This is an optimization exercise on Yosys and OpenROAD, whose aim is small area, a short achievable clock period and few clock cycles, not a production implementation.
The RTL was checked by simulation tests, not by an equivalence proof against the original design.
Power is estimated from default activity; no workload was simulated.

[flow/config.mk]
export PLATFORM = sky130hd
export DESIGN_NAME = mips
export DESIGN_NICKNAME = mips
export VERILOG_FILES = /design/flow/design.v
export SDC_FILE = /design/flow/constraint.sdc
export NUM_CORES = 4
export LEC_CHECK = 0
export CAP_MARGIN = 20
export CORE_MARGIN = 2
export CORE_UTILIZATION = 40
export SLEW_MARGIN = 20
[flow/constraint.sdc]
create_clock -name core_clock -period 110.0 [get_ports {clk}]
set_input_delay 22.0000 -clock core_clock [delete_from_list [all_inputs] [get_ports {clk}]]
set_output_delay 22.0000 -clock core_clock [all_outputs]
set_load 0.01 [all_outputs]
[flow/design.v]
`timescale 1ns / 1ps
module ALU(
    input [31:0] inA,
    input [31:0] inB,
    input [3:0] op,
    input [4:0] shift,
    output [31:0] result,
    output aluZero
    );
assign result=(op==4'b0000) ? inA + inB :
              (op==4'b0001) ? inA - inB :
              (op==4'b0010) ? inA & inB :
              (op==4'b0011) ? inA | inB :
              (op==4'b0100) ? inA ^ inB :
              (op==4'b0101) ? ~(inA | inB) :
              (op==4'b0110) ? inB << shift :
              (op==4'b0111) ? inB >> shift :
              (op==4'b1000) ? $signed($signed(inB) >>> $signed(shift)) :
              (op==4'b1001) ? inB << 16 :
              (op==4'b1010) ? {31'b0, $signed(inA) < $signed(inB)} : 
              (op==4'b1011) ? {31'b0,inA < inB} : 
              32'b0;
assign aluZero = (result == 0) ? 1 : 0;
endmodule
`timescale 1ns / 1ps
module BC(
    input [5:0] op,
    input [4:0] rt,
    input [31:0] rd1,
    input [31:0] rd2,
    output if_branch
    );
wire _beq = op==6'b000100;
wire _bne = op==6'b000101;
wire _bgez = op==6'b000001 & rt==5'b00001;
wire _bgtz = op==6'b000111;
wire _blez = op==6'b000110;
wire _bltz = op==6'b000001 & rt==5'b00000;
assign if_branch = (_beq & rd1==rd2) |
                  (_bne & rd1!=rd2) |
                  (_bgez & ($signed(rd1)>=$signed(0))) |
                  (_bgtz & ($signed(rd1)>$signed(0))) |
                  (_blez & ($signed(rd1)<=$signed(0))) |
                  (_bltz & ($signed(rd1)<$signed(0)));
endmodule
`timescale 1ns / 1ps
module DM(
    input [31:0] memData,
    input [31:0] address,
    input [31:0] memIn,
    input WE,
    input if_byte,
    input if_half,
    input load_extend,
    output [31:0] memDataRead,
    output [31:0] memTowrite,
    output [3:0] byteen
    );
wire [4:0] shift = {address[1:0],3'b000};
wire [31:0] rdTmp = memData >> shift;
assign memTowrite = memIn << shift;
assign memDataRead = (if_byte == 1) ? (load_extend) ? {{24{rdTmp[7]}},rdTmp[7:0]} : {24'b0,rdTmp[7:0]} :
                      (if_half == 1) ? (load_extend) ? {{16{rdTmp[15]}},rdTmp[15:0]} : {16'b0,rdTmp[15:0]} : 
                      memData;
assign byteen = (WE==0) ? 4'b0000 :
                (if_byte) ? 4'b0001 << address[1:0] :
                (if_half) ? 4'b0011 << address[1:0] :
                4'b1111;
endmodule
`timescale 1ns / 1ps
module Dreg(
  input clk,
  input reset,
  input flush,
  input clear,
  input [31:0] inStr,
  input [31:0] PC,
  output reg [31:0] inStr_out,
  output reg [31:0] PC_out
    );
always @(posedge clk) begin
  if(reset==1) begin
    PC_out<=0;
    inStr_out<=0;
  end
  else if(flush==1) begin
    PC_out<=PC_out;
    inStr_out<=inStr_out;
  end
  else if(clear==1) begin
    PC_out<=0;
    inStr_out<=0;
  end
  else begin
    PC_out<=PC;
    inStr_out<=inStr;
  end
end
endmodule
`timescale 1ns / 1ps
module Ereg(
  input clk,
  input reset,
  input flush,
  input [31:0] PC,
  input [31:0] inStr,
  input [31:0] regOut1,
  input [31:0] regOut2,
  input [31:0] extend,
  input [4:0] shamt,
  output reg [31:0] PC_out,
  output reg [31:0] inStr_out,
  output reg [31:0] regOut1_out,
  output reg [31:0] regOut2_out,
  output reg [31:0] extend_out,
  output reg [4:0] shamt_out
    );
always @(posedge clk) begin
  if(flush==1 || reset==1) begin
    PC_out<=0;
    inStr_out<=0;
    regOut1_out<=0;
    regOut2_out<=0;
    extend_out<=0;
    shamt_out<=0;
  end
  else begin
    PC_out<=PC;
    inStr_out<=inStr;
    regOut1_out<=regOut1;
    regOut2_out<=regOut2;
    extend_out<=extend;
    shamt_out<=shamt;
  end
end
endmodule
`timescale 1ns / 1ps
module GRF(
    input clk,
    input reset,
    input WE,
    input [4:0] A1,
    input [4:0] A2,
    input [4:0] A3,
    input [31:0] WD,
    input [31:0] PC,
    output [31:0] RD1,
    output [31:0] RD2
    );
reg [31:0] grf [0:31];
assign RD1 = (A3!=0 & A1==A3 & WE) ? WD : grf[A1];
assign RD2 = (A3!=0 & A2==A3 & WE) ? WD : grf[A2];
integer i;
always @(posedge clk) begin
  if(reset==1) begin
    for(i=0;i<32;i=i+1) begin
      grf[i]<=32'b0000_0000;
    end
  end
  else begin
    if(WE && A3!=0) begin
      grf[A3] <= WD;
    end
    else begin
      grf[A3] <= grf[A3];
    end
  end
end
endmodule
`timescale 1ns / 1ps
module HLU(
  input clk,
  input reset,
  input [31:0] inA,
  input [31:0] inB,
  input dst,
  input write,
  input [3:0] hluType,
  input unSigned,
  output reg busy,
  output [31:0] result
    );
reg [31:0] HI, LO;
reg [31:0] tmpHI, tmpLO;
reg [9:0] count;
reg [3:0] hl_type;
assign result = dst ? HI : LO;
always @(posedge clk) begin
  if(reset==1) begin
    HI<=0;
    LO<=0;
    busy<=0;
    count<=0;
    hl_type<=0;
    tmpHI<=0;
    tmpLO<=0;
  end
  else if(write==1) begin
    if(dst==1)  HI<=inA;
    else LO<=inA;
  end
  else begin
    if(busy==0) begin
      if(hluType==4'b0001) begin
        hl_type<=hluType;
        busy<=1;
        count<=0;
        if(unSigned) {tmpHI, tmpLO} <= inA * inB;
        else  {tmpHI, tmpLO} <= $signed(inA) * $signed(inB);
      end
      else if(hluType==4'b0010) begin
        hl_type<=hluType;
        busy<=1;
        count<=0;
        if(inB!=0) begin
          if(unSigned) begin
              tmpLO <= inA / inB;
              tmpHI <= inA % inB;
          end
          else begin
              tmpLO <= $signed(inA) / $signed(inB);
              tmpHI <= $signed(inA) % $signed(inB);
          end
        end
        else begin
          tmpLO<=tmpLO;
          tmpHI<=tmpHI;
        end
      end
      else begin
        hl_type<=0;
        busy<=0;
        count<=0;
      end
    end
    else begin
      if(hl_type==4'b0001) begin
        if(count==5) begin
          LO<=tmpLO;
          HI<=tmpHI;
          busy<=0;
          count<=0;
          hl_type<=0;
        end
        else begin
          busy<=1;
          count<=count+1;
        end
      end
      else if(hl_type==4'b0010) begin
        if(count==10) begin
          LO<=tmpLO;
          HI<=tmpHI;
          busy<=0;
          count<=0;
          hl_type<=0;
        end
        else begin
          busy<=1;
          count<=count+1;
        end
      end
      else begin
        hl_type<=0;
        busy<=0;
        count<=0;
      end
    end
  end
end
endmodule
`timescale 1ns / 1ps
module IFU(
    input clk,
    input reset,
    input flush,
    input [31:0] PCnext,
    output reg [31:0] PC
    );
always @(posedge clk) begin
  if(reset==1) begin
    PC <=32'h0000_3000;
  end
  else if(flush==1) begin
    PC <= PC;
  end
  else begin
    PC <= PCnext;
  end
end
endmodule
`timescale 1ns / 1ps
module Mreg(
  input clk,
  input reset,
  input [31:0] PC,
  input [31:0] inStr,
  input [31:0] aluResult,
  input [31:0] hluResult,
  input [31:0] regOut1,
  input [31:0] regOut2,
  output reg [31:0] PC_out,
  output reg [31:0] inStr_out,
  output reg [31:0] aluResult_out,
  output reg [31:0] hluResult_out,
  output reg [31:0] regOut1_out,
  output reg [31:0] regOut2_out
    );
always @(posedge clk) begin
  if(reset==1) begin
    PC_out<=0;
    inStr_out<=0;
    aluResult_out<=0;
    hluResult_out<=0;
    regOut1_out<=0;
    regOut2_out<=0;
  end
  else begin
    PC_out<=PC;
    inStr_out<=inStr;
    aluResult_out<=aluResult;
    hluResult_out<=hluResult;
    regOut1_out<=regOut1;
    regOut2_out<=regOut2;
  end
end
endmodule
`timescale 1ns / 1ps
module NPC(
    input [31:0] D_PC,
    input [31:0] F_PC,
    input [25:0] imm,
    input [15:0] offest,
    input if_branch,
    input if_jump,
    input [31:0] rs,
    input jumpSrc,
    output [31:0] PCnext
    );
wire [31:0] PCadd4 = F_PC + 32'h0000_0004;
wire [31:0] PC_branch = D_PC + 32'h0000_0004 + {{14{offest[15]}},offest,2'b00};
wire [31:0] PC_jump = (jumpSrc==1) ? rs : {D_PC[31:28],imm,2'b00};
assign PCnext = (if_jump == 1) ? PC_jump :
                (if_branch == 1) ? PC_branch : 
                PCadd4;
endmodule
`timescale 1ns / 1ps
module SU(
  input [31:0] D_inStr,
  input [31:0] E_inStr,
  input [31:0] M_inStr,
  input hl_busy,
  output stall
    );
wire [3:0] D_T_use_rt, D_T_use_rs;
wire D_calr, D_cali, D_store, D_load, D_jump_imm, D_jump_reg, D_branch_r, D_branch_i, D_shift_reg, D_shift_shamt;
wire D_cal_hl, D_read_hl, D_write_hl;
wire [4:0] D_rs_addr,D_rt_addr;
wire [4:0] D_rs,D_rt;
ctrl D_classifyer(
  .inStr(D_inStr),
  .rs(D_rs),
  .rt(D_rt),
  .calr(D_calr),
  .cali(D_cali),
  .store(D_store),
  .load(D_load),
  .jump_imm(D_jump_imm),
  .jump_reg(D_jump_reg),
  .branch_r(D_branch_r),
  .branch_i(D_branch_i),
  .shift_reg(D_shift_reg),
  .shift_shamt(D_shift_shamt),
  .cal_hl(D_cal_hl),
  .read_hl(D_read_hl),
  .write_hl(D_write_hl)
);
assign D_T_use_rt = (D_branch_r) ? 4'd0 :
                    (D_calr | D_shift_reg | D_shift_shamt | D_cal_hl) ? 4'd1 :
                    (D_store) ? 4'd2 :
                    4'd3;
assign D_T_use_rs = (D_branch_r | D_branch_i | D_jump_reg) ? 4'd0 :
                    (D_calr | D_cali | D_store | D_load | D_shift_reg | D_cal_hl |D_write_hl) ? 4'd1 :
                    4'd3;
wire [3:0] E_T_new;
wire E_calr, E_cali, E_store, E_load, E_jump_imm, E_jump_reg, E_branch_r, E_branch_i, E_shift_reg, E_shift_shamt;
wire E_cal_hl, E_read_hl, E_write_hl;
wire [4:0] E_rs_addr,E_rt_addr;
wire [4:0] E_dst;
ctrl E_classifyer(
  .inStr(E_inStr),
  .dst(E_dst),
  .calr(E_calr),
  .cali(E_cali),
  .store(E_store),
  .load(E_load),
  .jump_imm(E_jump_imm),
  .jump_reg(E_jump_reg),
  .branch_r(E_branch_r),
  .branch_i(E_branch_i),
  .shift_reg(E_shift_reg),
  .shift_shamt(E_shift_shamt),
  .cal_hl(E_cal_hl),
  .read_hl(E_read_hl),
  .write_hl(E_write_hl)
);
assign E_T_new = (E_calr | E_cali | E_shift_reg | E_shift_shamt | E_read_hl) ? 4'd1 :
                  (E_load) ? 4'd2 :
                  4'd0;
wire [3:0] M_T_new;
wire M_calr, M_cali, M_store, M_load, M_jump_imm, M_jump_reg, M_branch_r, M_branch_i, M_shift_reg, M_shift_shamt;
wire [4:0] M_rs_addr,M_rt_addr;
wire [4:0] M_dst;
ctrl M_classifyer(
  .inStr(M_inStr),
  .dst(M_dst),
  .calr(M_calr),
  .cali(M_cali),
  .store(M_store),
  .load(M_load),
  .jump_imm(M_jump_imm),
  .jump_reg(M_jump_reg),
  .branch_r(M_branch_r),
  .branch_i(M_branch_i),
  .shift_reg(M_shift_reg),
  .shift_shamt(M_shift_shamt)
);
assign M_T_new = (M_load) ? 4'd1 :
                  4'd0;
wire E_stall_rs = (E_dst==D_rs & D_rs!=0) & (E_T_new>D_T_use_rs);
wire E_stall_rt = (E_dst==D_rt & D_rt!=0) & (E_T_new>D_T_use_rt);
wire M_stall_rs = (M_dst==D_rs & D_rs!=0) & (M_T_new>D_T_use_rs);
wire M_stall_rt = (M_dst==D_rt & D_rt!=0) & (M_T_new>D_T_use_rt);
wire E_hl_busy = (D_write_hl | D_read_hl | D_cal_hl) & (E_cal_hl | hl_busy);
assign stall = E_stall_rs | E_stall_rt | M_stall_rs | M_stall_rt | E_hl_busy;
endmodule
`timescale 1ns / 1ps
module Wreg(
  input clk,
  input reset,
  input [31:0] PC,
  input [31:0] inStr,
  input [31:0] memOut,
  input [31:0] aluResult,
  input [31:0] hluResult,
  input [31:0] regOut1,
  input [31:0] regOut2,
  output reg [31:0] PC_out,
  output reg [31:0] inStr_out,
  output reg [31:0] memOut_out,
  output reg [31:0] aluResult_out,
  output reg [31:0] hluResult_out,
  output reg [31:0] regOut1_out,
  output reg [31:0] regOut2_out
    );
always @(posedge clk) begin
  if(reset==1) begin
    PC_out<=0;
    inStr_out<=0;
    memOut_out<=0;
    aluResult_out<=0;
    hluResult_out<=0;
    regOut1_out<=0;
    regOut2_out<=0;
  end
  else begin
    PC_out<=PC;
    inStr_out<=inStr;
    memOut_out<=memOut;
    aluResult_out<=aluResult;
    hluResult_out<=hluResult;
    regOut1_out<=regOut1;
    regOut2_out<=regOut2;
  end
end
endmodule
`timescale 1ns / 1ps
module ctrl(
    input [31:0] inStr,
    output regWrite,
    output regDst,
    output regRa,
    output regSrc,
    output regPc,
    output aluSrc,
    output extendType,
    output shiftSrc,
    output memWrite,
    output jump,
    output jumpSrc,
    output [3:0] aluControl,
    output if_byte,
    output if_half,
    output load_extend,
    output resultSrc,
    output hluDst,
    output hluWrite,
    output hluUnsigned,
    output [3:0] hluControl,
    output [4:0] rs,
    output [4:0] rt,
    output [4:0] rd,
    output [4:0] dst,
    output calr,
    output cali,
    output store,
    output load,
    output jump_imm,
    output jump_reg,
    output branch_r,
    output branch_i,
    output shift_reg,
    output shift_shamt,
    output cal_hl,
    output read_hl,
    output write_hl
    );
wire [5:0] op = inStr[31:26];
wire [5:0] func = inStr[5:0];
assign rd = inStr[15:11];
assign rt = inStr[20:16];
assign rs = inStr[25:21];
wire _add = (op==6'b000000) & (func==6'b100000);
wire _addu = (op==6'b000000) & (func==6'b100001);
wire _sub = (op==6'b000000) & (func==6'b100010);
wire _subu = (op==6'b000000) & (func==6'b100011);
wire _and = (op==6'b000000) & (func==6'b100100);
wire _or = (op==6'b000000) & (func==6'b100101);
wire _xor = (op==6'b000000) & (func==6'b100110);
wire _nor = (op==6'b000000) & (func==6'b100111);
wire _sll = (op==6'b000000) & (func==6'b000000);
wire _sllv = (op==6'b000000) & (func==6'b000100);
wire _srl = (op==6'b000000) & (func==6'b000010);
wire _srlv = (op==6'b000000) & (func==6'b000110);
wire _sra = (op==6'b000000) & (func==6'b000011);
wire _srav = (op==6'b000000) & (func==6'b000111);
wire _slt = (op==6'b000000) & (func==6'b101010);
wire _sltu = (op==6'b000000) & (func==6'b101011);
wire _jr = (op==6'b000000) & (func==6'b001000);
wire _jalr = (op==6'b000000) & (func==6'b001001);
wire _addi = op==6'b001000;
wire _addiu = op==6'b001001;
wire _slti = op==6'b001010;
wire _sltiu = op==6'b001011;
wire _andi = op==6'b001100;
wire _ori = op==6'b001101;
wire _xori = op==6'b001110;
wire _lui = op==6'b001111;
wire _beq = op==6'b000100;
wire _bne = op==6'b000101;
wire _bgez = op==6'b000001;
wire _bgtz = op==6'b000111;
wire _blez = op==6'b000110;
wire _bltz = op==6'b000001;
wire _j = op==6'b000010;
wire _jal = op==6'b000011;
wire _sw = op==6'b101011;
wire _sh = op==6'b101001;
wire _sb = op==6'b101000;
wire _lw = op==6'b100011;
wire _lh = op==6'b100001;
wire _lb = op==6'b100000;
wire _lbu = op==6'b100100;
wire _lhu = op==6'b100101;
wire _mfhi = (op==6'b000000) & (func==6'b010000);
wire _mflo = (op==6'b000000) & (func==6'b010010);
wire _mthi = (op==6'b000000) & (func==6'b010001);
wire _mtlo = (op==6'b000000) & (func==6'b010011);
wire _mult = (op==6'b000000) & (func==6'b011000);
wire _multu = (op==6'b000000) & (func==6'b011001);
wire _div = (op==6'b000000) & (func==6'b011010);
wire _divu = (op==6'b000000) & (func==6'b011011);
assign regWrite = _add | _addu | _sub | _or | _sll |
                  _sllv | _slt | _ori | _lui | _sltu |
                  _jal | _jalr | _lw | _lh | _lb | _subu |
                  _and | _srl | _srlv | _addi | _addiu |
                  _slti | _andi | _xor | _xori | _nor |
                  _sltiu | _sra | _srav | _lbu | _lhu |
                  _mfhi | _mflo;
assign regDst = _add | _addu | _sub | _or | _sll |
                _sllv | _slt | _sltu | _jal | _jalr |
                _subu | _and | _srl | _srlv | _xor |
                _nor | _sra | _srav | _mfhi | _mflo;
assign regRa = _jal;
assign regSrc = _lw | _lh | _lb | _lhu | _lbu;
assign regPc = _jal | _jalr;
assign aluSrc = _ori | _lui | _sw | _sh | _sb |
                _lw | _lh | _lb | _addi | _addiu |
                _slti | _andi | _xori | _sltiu |
                _lhu | _lbu;
assign extendType = _ori | _xori | _andi;
assign shiftSrc = _sll | _srl | _sra;
assign memWrite = _sw | _sh | _sb;
assign jump = _j | _jr | _jal | _jalr;
assign jumpSrc = _jr | _jalr;
assign if_byte = _sb | _lb | _lbu;
assign if_half = _sh | _lh | _lhu;
assign load_extend = _lb | _lh;
assign aluControl = (_add | _addu | _addi | _addiu |
                          _sw | _sh | _sb |
                          _lw | _lh | _lb | _lhu | _lbu) ? 4'b0000 :
                    (_sub | _subu | _beq | _bne) ? 4'b0001 :
                    (_and | _andi) ? 4'b0010 :
                    (_ori | _or) ? 4'b0011 :
                    (_xor | _xori) ? 4'b0100 :
                    (_nor) ? 4'b0101 :
                    (_sll | _sllv) ? 4'b0110 :
                    (_srl | _srlv) ? 4'b0111 :
                    (_sra | _srav) ? 4'b1000 :
                    (_lui) ? 4'b1001 :
                    (_slt | _slti) ? 4'b1010 :
                    (_sltu | _sltiu) ? 4'b1011 :
                    4'b0000;
assign resultSrc = _mfhi | _mflo;
assign hluDst = _mfhi | _mthi;
assign hluWrite = _mthi | _mtlo;
assign hluUnsigned = _multu | _divu;
assign hluControl = (_mult | _multu) ? 4'b0001 :
                    (_div | _divu) ? 4'b0010 :
                    4'b0000;
assign calr = _add | _addu | _sub | _subu | _and |
              _or | _xor | _nor | _slt | _sltu;
assign cali = _addi | _addiu | _slti | _sltiu | _andi |
              _ori | _xori | _lui;
assign store = _sw | _sh | _sb;
assign load = _lw | _lh | _lb | _lhu | _lbu;
assign jump_imm = _j | _jal;
assign jump_reg = _jr | _jalr;
assign branch_r = _beq | _bne;
assign branch_i = _bgez | _bgtz | _blez | _bltz;
assign shift_shamt = _sll | _srl | _sra;
assign shift_reg = _sllv | _srlv | _srav;
assign dst = regRa==1 ? 5'b11111 :
              regDst==1 ? rd :
              regWrite==1 ? rt  :
              5'b00000 ;
assign cal_hl = _mult | _multu | _div | _divu;
assign read_hl = _mfhi | _mflo;
assign write_hl = _mthi | _mtlo;
endmodule
`timescale 1ns / 1ps
module mips(
    input clk,
    input reset,
    input [31:0] i_inst_rdata,
    input [31:0] m_data_rdata,
    output [31:0] i_inst_addr,
    output [31:0] m_data_addr,
    output [31:0] m_data_wdata,
    output [3 :0] m_data_byteen,
    output [31:0] m_inst_addr,
    output w_grf_we,
    output [4:0] w_grf_addr,
    output [31:0] w_grf_wdata,
    output [31:0] w_inst_addr
    );
wire flush;
wire [4:0] E_for_addr, M_for_addr, W_for_addr;
wire [31:0] E_for_data, M_for_data, W_for_data;
wire [31:0] F_PC;
wire [31:0] F_inStr;
wire [31:0] F_PCnext;
assign i_inst_addr = F_PC;
assign F_inStr = i_inst_rdata;
wire [31:0] D_PC;
wire [31:0] D_inStr;
wire [5:0] D_func = D_inStr[5:0];
wire [4:0] D_shamt = D_inStr[10:6];
wire [4:0] D_rd = D_inStr[15:11];
wire [4:0] D_rt = D_inStr[20:16];
wire [4:0] D_rs = D_inStr[25:21];
wire [5:0] D_op = D_inStr[31:26];
wire [15:0] D_offest = D_inStr[15:0];
wire [25:0] D_imm = D_inStr[25:0];
wire [31:0] D_for_data_rs;
wire [31:0] D_for_data_rt;
wire [31:0] D_nextPc;
wire [4:0] D_regAddr1;
wire [4:0] D_regAddr2;
wire [31:0] D_regOut1;
wire [31:0] D_regOut2;
wire D_if_branch;
wire D_if_jump;
wire D_jumpSrc;
wire [31:0] D_PCnext;
wire [31:0] D_extend;
wire D_extendType;
wire [31:0] D_aluIn1;
wire [31:0] D_aluIn2;
wire [31:0] E_for_data_rs;
wire [31:0] E_for_data_rt;
wire [4:0] E_for_addr_rs;
wire [4:0] E_for_addr_rt;
wire [31:0] E_inStr;
wire [31:0] E_PC;
wire [31:0] E_regOut1;
wire [31:0] E_regOut2;
wire [31:0] E_extend;
wire [4:0] E_shamt;
wire [4:0] E_shiftIn;
wire [31:0] E_aluIn1;
wire [31:0] E_aluIn2;
wire [3:0] E_aluOp;
wire [31:0] E_aluResult;
wire E_aluSrc, E_regPc, E_shiftSrc;
wire E_resultSrc;
wire E_hluDst, E_hluWrite, E_hluUsigned;
wire E_hluBusy;
wire [3:0] E_hluControl;
wire [31:0] E_hluIn1;
wire [31:0] E_hluIn2;
wire [31:0] E_hluResult;
wire [31:0] M_for_data_rs;
wire [31:0] M_for_data_rt;
wire [4:0] M_for_addr_rs;
wire [4:0] M_for_addr_rt;
wire [31:0] M_inStr;
wire [31:0] M_PC;
wire [31:0] M_regOut1;
wire [31:0] M_regOut2;
wire [31:0] M_aluResult;
wire [31:0] M_hluResult;
wire M_resultSrc;
wire [31:0] M_memIn;
wire [31:0] M_memTowrite;
wire [31:0] M_memAddr;
wire [31:0] M_memOut;
wire [3:0] M_memByteen;
wire [31:0] M_memRead = m_data_rdata;
wire M_regPc, M_regSrc, M_memWrite;
wire M_if_byte, M_if_half, M_load_extend;
assign m_data_addr = M_memAddr;
assign m_data_wdata = M_memTowrite;
assign m_data_byteen = M_memByteen;
assign m_inst_addr = M_PC;
wire [31:0] W_inStr;
wire [31:0] W_PC;
wire [4:0] W_regAddr;
wire [31:0] W_regData;
wire [31:0] W_memOut;
wire [31:0] W_aluResult;
wire [31:0] W_hluResult;
wire [31:0] W_regOut1;
wire [31:0] W_regOut2;
wire W_resultSrc;
wire W_regWrite, W_regSrc, W_regPc;
assign w_grf_we = W_regWrite;
assign w_grf_addr = W_regAddr;
assign w_grf_wdata = W_regData;
assign w_inst_addr = W_PC;
SU su(
  .D_inStr(D_inStr),
  .E_inStr(E_inStr),
  .M_inStr(M_inStr),
  .hl_busy(E_hluBusy),
  .stall(flush)
);
assign F_PCnext = D_PCnext;
IFU F_IFU(
  .clk(clk),
  .reset(reset),
  .flush(flush),
  .PCnext(F_PCnext),
  .PC(F_PC)
);
Dreg Dreg(
  .clk(clk),
  .reset(reset),
  .flush(flush),
  .clear(1'b0),
  .inStr(F_inStr),
  .PC(F_PC),
  .inStr_out(D_inStr),
  .PC_out(D_PC)
);
ctrl D_ctrl(
  .inStr(D_inStr),
  .extendType(D_extendType),
  .jump(D_if_jump),
  .jumpSrc(D_jumpSrc)
);
assign D_extend = (D_extendType==1) ? {16'b000000,D_offest} : 
                {{16{D_offest[15]}},D_offest};
GRF D_GRF(
  .clk(clk),
  .reset(reset),
  .WE(W_regWrite),
  .A1(D_rs),
  .A2(D_rt),
  .A3(W_regAddr),
  .WD(W_regData),
  .PC(W_PC),
  .RD1(D_regOut1),
  .RD2(D_regOut2)
);
NPC D_NPC(
  .D_PC(D_PC),
  .F_PC(F_PC),
  .imm(D_imm),
  .offest(D_offest),
  .if_branch(D_if_branch),
  .if_jump(D_if_jump),
  .rs(D_for_data_rs),
  .jumpSrc(D_jumpSrc),
  .PCnext(D_PCnext)
);
BC D_BC(
  .op(D_op),
  .rt(D_rt),
  .rd1(D_for_data_rs),
  .rd2(D_for_data_rt),
  .if_branch(D_if_branch)
);
Ereg Ereg(
  .clk(clk),
  .reset(reset),
  .flush(flush),
  .PC(D_PC),
  .inStr(D_inStr),
  .regOut1(D_for_data_rs),
  .regOut2(D_for_data_rt),
  .extend(D_extend),
  .shamt(D_shamt),
  .PC_out(E_PC),
  .inStr_out(E_inStr),
  .regOut1_out(E_regOut1),
  .regOut2_out(E_regOut2),
  .extend_out(E_extend),
  .shamt_out(E_shamt)
);
assign D_for_data_rs = (D_rs==0) ? 32'b0 :
                        (D_rs==E_for_addr) ? E_for_data :
                        (D_rs==M_for_addr) ? M_for_data :
                        D_regOut1;
assign D_for_data_rt = (D_rt==0) ? 32'b0 :
                        (D_rt==E_for_addr) ? E_for_data :
                        (D_rt==M_for_addr) ? M_for_data :
                        D_regOut2;
ctrl E_ctrl(
  .inStr(E_inStr),
  .aluSrc(E_aluSrc),
  .aluControl(E_aluOp),
  .regPc(E_regPc),
  .shiftSrc(E_shiftSrc),
  .resultSrc(E_resultSrc),
  .hluDst(E_hluDst),
  .hluWrite(E_hluWrite),
  .hluUnsigned(E_hluUsigned),
  .hluControl(E_hluControl),
  .dst(E_for_addr),
  .rs(E_for_addr_rs),
  .rt(E_for_addr_rt)
);
ALU E_ALU(
  .inA(E_aluIn1),
  .inB(E_aluIn2),
  .op(E_aluOp),
  .shift(E_shiftIn),
  .result(E_aluResult),
  .aluZero(E_aluZero)
);
HLU E_HLU(
  .clk(clk),
  .reset(reset),
  .inA(E_hluIn1),
  .inB(E_hluIn2),
  .dst(E_hluDst),
  .write(E_hluWrite),
  .hluType(E_hluControl),
  .unSigned(E_hluUsigned),
  .busy(E_hluBusy),
  .result(E_hluResult)
);
Mreg Mreg(
  .clk(clk),
  .reset(reset),
  .PC(E_PC),
  .inStr(E_inStr),
  .aluResult(E_aluResult),
  .hluResult(E_hluResult),
  .regOut1(E_for_data_rs),
  .regOut2(E_for_data_rt),
  .PC_out(M_PC),
  .inStr_out(M_inStr),
  .aluResult_out(M_aluResult),
  .hluResult_out(M_hluResult),
  .regOut1_out(M_regOut1),
  .regOut2_out(M_regOut2)
);
assign E_for_data_rs = (E_for_addr_rs==0) ? 0 :
                        (E_for_addr_rs==M_for_addr) ? M_for_data :
                        (E_for_addr_rs==W_for_addr) ? W_for_data :
                        E_regOut1;
assign E_for_data_rt = (E_for_addr_rt==0) ? 0 :
                        (E_for_addr_rt==M_for_addr) ? M_for_data :
                        (E_for_addr_rt==W_for_addr) ? W_for_data :
                        E_regOut2;
assign E_for_data = E_regPc ? E_PC + 8 :
                    32'b0;
assign E_aluIn1 = E_for_data_rs;
assign E_aluIn2 = (E_aluSrc) ? E_extend : E_for_data_rt;
assign E_shiftIn = (E_shiftSrc==1) ? E_shamt : E_for_data_rs[4:0];
assign E_hluIn1 = E_for_data_rs;
assign E_hluIn2 = E_for_data_rt;
ctrl M_ctrl(
  .inStr(M_inStr),
  .regSrc(M_regSrc),
  .regPc(M_regPc),
  .memWrite(M_memWrite),
  .if_byte(M_if_byte),
  .if_half(M_if_half),
  .load_extend(M_load_extend),
  .resultSrc(M_resultSrc),
  .rs(M_for_addr_rs),
  .rt(M_for_addr_rt),
  .dst(M_for_addr)
);
DM M_DM(
  .memData(M_memRead),
  .address(M_memAddr),
  .memIn(M_memIn),
  .WE(M_memWrite),
  .if_byte(M_if_byte),
  .if_half(M_if_half),
  .load_extend(M_load_extend),
  .memDataRead(M_memOut),
  .memTowrite(M_memTowrite),
  .byteen(M_memByteen)
);
Wreg Wreg(
  .clk(clk),
  .reset(reset),
  .PC(M_PC),
  .inStr(M_inStr),
  .memOut(M_memOut),
  .aluResult(M_aluResult),
  .hluResult(M_hluResult),
  .regOut1(M_for_data_rs),
  .regOut2(M_for_data_rt),
  .PC_out(W_PC),
  .inStr_out(W_inStr),
  .memOut_out(W_memOut),
  .aluResult_out(W_aluResult),
  .hluResult_out(W_hluResult),
  .regOut1_out(W_regOut1),
  .regOut2_out(W_regOut2)
);
assign M_memAddr = M_aluResult;
assign M_memIn = M_for_data_rt;
assign M_for_data_rs = (M_for_addr_rs==0) ? 0 :
                        (M_for_addr_rs==W_for_addr) ? W_for_data :
                        M_regOut1;
assign M_for_data_rt = (M_for_addr_rt==0) ? 0 :
                        (M_for_addr_rt==W_for_addr) ? W_for_data :
                        M_regOut2;
assign M_for_data = M_regPc ? M_PC + 8 :
                    M_resultSrc ? M_hluResult :
                    M_aluResult;
ctrl W_ctrl(
  .inStr(W_inStr),
  .regWrite(W_regWrite),
  .regSrc(W_regSrc),
  .regPc(W_regPc),
  .resultSrc(W_resultSrc),
  .dst(W_for_addr)
);
assign W_regAddr = W_for_addr;
assign W_for_data = W_regData;
assign W_regData = (W_regPc==1) ? W_PC+8 :
                    (W_regSrc==1) ? W_memOut :
                    (W_resultSrc) ? W_hluResult :
                    W_aluResult;
endmodule
[flow/run.sh]
#!/bin/bash
# synth_recipe.tcl (not shown) runs the flow's synth.tcl, then flattens the netlist and writes it again
# the make line also repeats each setting of config.mk as NAME=value (left out here)
make -C /OpenROAD-flow-scripts/flow DESIGN_CONFIG=/design/flow/config.mk WORK_HOME=/design/flow/orfs CLKGATE_MAP_FILE= SYNTH_SCRIPT=/design/flow/synth_recipe.tcl finish
==> results.env <==
RUN_STATUS='complete, no violations'
DRT_PRE_ANTENNA_ITERS=8
GRT_PASS1_WL_MM=1480
AREA_GROWTH_SYN_TO_LAYOUT_PCT=16.7
DRV.MAX_CAP_VIOLATION_COUNT=0
CTS_BUFFERS=199
LARGEST_REGISTER_FF_COUNT=1024
GP_CONGESTION=1.11
ANT_NETS=0
SETUP_TNS_NS=0
EFFECTIVE_UTILIZATION_AT_FLOORPLAN=0.402
CTS_MAX_PATH_BUFFERS=4
CRIT_PATH_TOP_DELAY_CELL='sky130_fd_sc_hd__a211oi_1'
BOUNDARYPINS=268
POST-ROUTE-DRC-COUNT=0
COMB_POWER_SHARE=0.998
POST_DRT_VIA_CELL_RATIO=6.27
FP.DIEW_UM=720
FIRST_GLOBAL_VIAS=192000
DRTITER0DRC=27600
SEQ_POWER_SHARE=0.001
TIMING.CRITICAL_PATH.MAX_DELAY_FAMILY='compound AO/OA/AOI/OAI gates'
DETAIL_ROUTE.WL_PER_CELL_UM=33.4
WORST-R2R-CELL-COUNT=518
TIMING.FINAL.CRIT_PERIOD_NS=103.92
REGMOSTFLOPS='D_GRF.grf'
YOSYSUNIQUECELLTYPES=126
ASYNCSETRESETFLOPFRACSYNTH=0
SETUP.WORST_PATH.START='Wreg.inStr_out[30]'
GLOBALROUTEOVERFLOWTOTAL=0
RR_STARTPOINT='Wreg.inStr_out[30]'
CTS.CLK_SLEW.WORST_PATHS_NS=0.06
PLACEMENT_ROWS=262
CTSROOTBUFFERMASTER='sky130_fd_sc_hd__clkbuf_16'
WORSTPATHREQUIRED_NS=110.81
HP-START='E_HLU.tmpLO[4]'
NATURE_OF_THE_CRITICAL_PATH_ENDPOINT='flip-flop'
POWERDENSITY_nW_PER_UM2=3220
WORST_PATH_LARGEST_CELL_DELAY_NS=1.18
TIMING.CRITICAL_PATH.FROM_TYPE='flip-flop'
GRT_UTIL_ALL_LAYERS=0.404
HTREE_NUM_LEVELS=4
INITIAL_ANTENNA_VIOLATION_COUNT=148
SYNTH-MAIN-FF-CELL='sky130_fd_sc_hd__edfxtp_1'
PORT-BUFFER-COUNT=267
DRT_WL_TOTAL_MM=1080
MAXPOWERGROUP='combinational cells'
SWITCHINGPOWER_mW=442
CORE-AREA_UM2=509000
TIMING.CRITICAL_PATH.ARRIVAL_NS=104.73
MIN_TO='E_HLU.tmpLO[4]'
MAXSLEWVIOLCOUNT=0
ROUTE.VIAS.TOTAL=203000
NETLIST_AREA_UM2=205000
FP.DIEAREA_UM2=518000
WORST_SLEW_MARGIN_REL=0.0514
CRITICAL_PATH.REG2REG.ENDPOINT='E_HLU.tmpLO[2]'
CP_NUM_BUF_INV=66
SYNTH_SEQ_AREA_SHARE=0.216
SYNTH_ENABLE_FLOP_CELLS=1024
POST_CTS_HOLD_BUFFER_COUNT=0
WORST-R2R-SETUP-SLACK_NS=6.08
CLOCK_SKEW_NS=0.107
SYNTH_LARGEST_AREA_CELL='sky130_fd_sc_hd__edfxtp_1'
FMAXACHIEVABLE_MHz=9.62
CTS_TREE='yes'
NUM-NETS-FINAL=28400
POWER.SEQUENTIAL.TOTAL_mW=0.815
SWITCHING_SHARE=0.573
SYNTH.TOP_CELLS.BY_COUNT='3,172 x sky130_fd_sc_hd__nor2_1, 2,609 x sky130_fd_sc_hd__nand2_1, 1,978 x sky130_fd_sc_hd__inv_1, 1,626 x sky130_fd_sc_hd__ha_1, 1,477 x sky130_fd_sc_hd__fa_1'
STATIC-LEAKAGE-POWER_nW=104
YOSYS_REGISTER_BITS=1700
WHS_NS=0.459
TIMING.HOLD.WORST_PATH_DEPTH=2
DIE-HEIGHT_UM=720
FINAL_MIN_PERIOD_OVER_CLOCK_PERIOD=0.945
GRT_START_MAX_NET_PINS=132
SYNTH_CELLS=23700
WORST-SETUP-PATH-TYPE='reg2reg'
HPWLAFTERDP_MM=826
PWR-SHARE-CLK=0.001
FINAL_LAYOUT_SIZE_SUFFIX_GT1_FRAC=0.171
WORST_SETUP_PATH_ENDPOINT='E_HLU.tmpLO[2]'
P_COMB_mW=769
POST-SYNTH-TOP-COUNT-CELL='sky130_fd_sc_hd__nor2_1'
WORSTSETUPPATHDEPTH=518
SYNTH.AREA.TOP_CELLS='sky130_fd_sc_hd__edfxtp_1 15%, sky130_fd_sc_hd__fa_1 14%, sky130_fd_sc_hd__ha_1 9.9%'
TIGHTEST_SLEW_NS=1.42
INSERTION_DELAY_NS=0.97
CRITICAL-PATH-TOP-CELL-BY-COUNT='sky130_fd_sc_hd__o21a_1'
TIGHTEST_HOLD_CHECK_TYPE='reg2reg'
POST_SYNTH.CELL_AREA_AVG_UM2=8.65
SYNTH_WARNINGS=8
MAX_IR_DROP_VDD_V=0.00491
POWERCLK_mW=0.708
SYNTH_TOP_AREA_SHARE=0.150
SETUP_VIOL=0
CRITICAL_PATH.MAX_FANOUT=34
FINAL-HOLD-VIOLATION-COUNT=0
INTERNAL_POWER_mW=329
CLOCK-SINKS=1700
-- power groups by stage --
| stage | clock, mW | sequential (mW) | combinational (mW) |
|---|---|---|---|
| global route | 0.728 | 0.815 | 791 |
| floorplan | 0 | 0.769 | 626 |
| global placement | 0 | 0.819 | 748 |
-- worst max path at each step --
stage	from	end	slack [ns]
2_1_floorplan	Mreg.inStr_out[29]	E_HLU.tmpLO[29]	5.50
3_3_place_gp	Wreg.inStr_out[29]	E_HLU.tmpHI[27]	2.54
5_1_grt	Wreg.PC_out[10]	E_HLU.tmpHI[0]	-0.10
-- cell usage in the layout (no fill, tap or decap), types with 202 or more instances in the layout --
cell type	instances
sky130_fd_sc_hd__nor2_1	3146
sky130_fd_sc_hd__o211ai_1	202
sky130_fd_sc_hd__nor3_1	641
sky130_fd_sc_hd__a21o_1	308
sky130_fd_sc_hd__o21a_1	397
sky130_fd_sc_hd__xnor2_1	637
sky130_fd_sc_hd__mux4_2	651
sky130_fd_sc_hd__mux2i_1	205
sky130_fd_sc_hd__xor2_1	354
sky130_fd_sc_hd__nor2b_1	330
sky130_fd_sc_hd__nand3_1	391
sky130_fd_sc_hd__inv_1	1956
sky130_fd_sc_hd__edfxtp_1	1024
sky130_fd_sc_hd__nand2_1	2540
sky130_fd_sc_hd__buf_4	2385
sky130_fd_sc_hd__ha_1	1625
sky130_fd_sc_hd__and3_1	204
sky130_fd_sc_hd__a31oi_1	223
sky130_fd_sc_hd__dfxtp_1	660
sky130_fd_sc_hd__fa_1	1476
sky130_fd_sc_hd__a21oi_1	1433
sky130_fd_sc_hd__clkdlybuf4s50_1	266
sky130_fd_sc_hd__o21ai_0	991
-- layer usage --
metal / wire length, um / up-vias / GRT usage
met4: 92700 / 70 / 0.285
met5: 436 / - / 0
met3: 138000 / 3253 / 0.135
li1: - / 86100 / -
met1: 405000 / 99900 / 0.509
met2: 443000 / 13400 / 0.577
-- timing repair --
item                       in CTS  in global routing
buffers inserted                0                 30
setup endpoints to repair       0                 64
hold endpoints to repair        0                  0
gates resized for setup         0                191
-- stage by stage --
stage	setup WS [ns]	util	area, um2	power (mW)	std cells
after floorplan	5.50	-	205000	627	23700
after global placement	2.54	0.453	231000	749	31800
after detailed placement	2.07	0.453	231000	750	31800
after CTS	1.42	0.466	238000	752	32100
after global routing	-0.102	0.469	239000	793	32200
final	6.08	0.469	239000	771	32300
-- cell families after synthesis --
kind of cell / count (synthesis) / share of synthesized area
and+or+nand+nor: 8400 / 0.182
adders and majority gates: 3103 / 0.244
muxes: 1080 / 0.0938
DFF: 1700 / 0.216
AOI/OAI and AO/OA: 5016 / 0.158
xor gates and xnor gates: 1021 / 0.0438
other: 1 / 0.0000183
buffers and inverters: 3365 / 0.0628
-- final cells by class --
cell class / count / area (um2)
Multi-Input combinational cell: 18700 / 150000
Clock inverter: 117 / 1400
Timing Repair Buffer: 2704 / 21500
Clock buffer: 251 / 5370
Antenna cell: 141 / 353
Inverter: 2011 / 7560
Tap cell: 6732 / 8420
Fill cell: 49400 / 270000
Sequential cell: 1700 / 44300
Testbench counts, summed over its fixed seeds: cycles 72,456.

[what the ideal ports hide]
In the flow no input, the clock included, has a driving cell. The finished layout below was timed again as built, in two steps.
Step 1, drivers: a clkbuf_16 drives clk and a buf_2 each remaining input, both assumed.
Step 2 adds t to the input delays and takes it off the output delays; t is the mean of the earliest and latest rising clock arrival at the registers after step 1. Input paths then give back, and output paths get back, about the clock's delay inside the block.
a / b / c = ideal / step 1 / step 2; a / b = the first two.
t (ns): 1.026
slack for setup (ns): 6.077 / 6.077 / 6.077
clock arrival spread, ns: 0.113 / 0.113
worst register clock-pin slew, ns: 0.08 / 0.08
After both steps this run still meets setup and hold. The setup slack of this run moves by 0.000 ns with the drivers and by 0.000 ns with both steps.
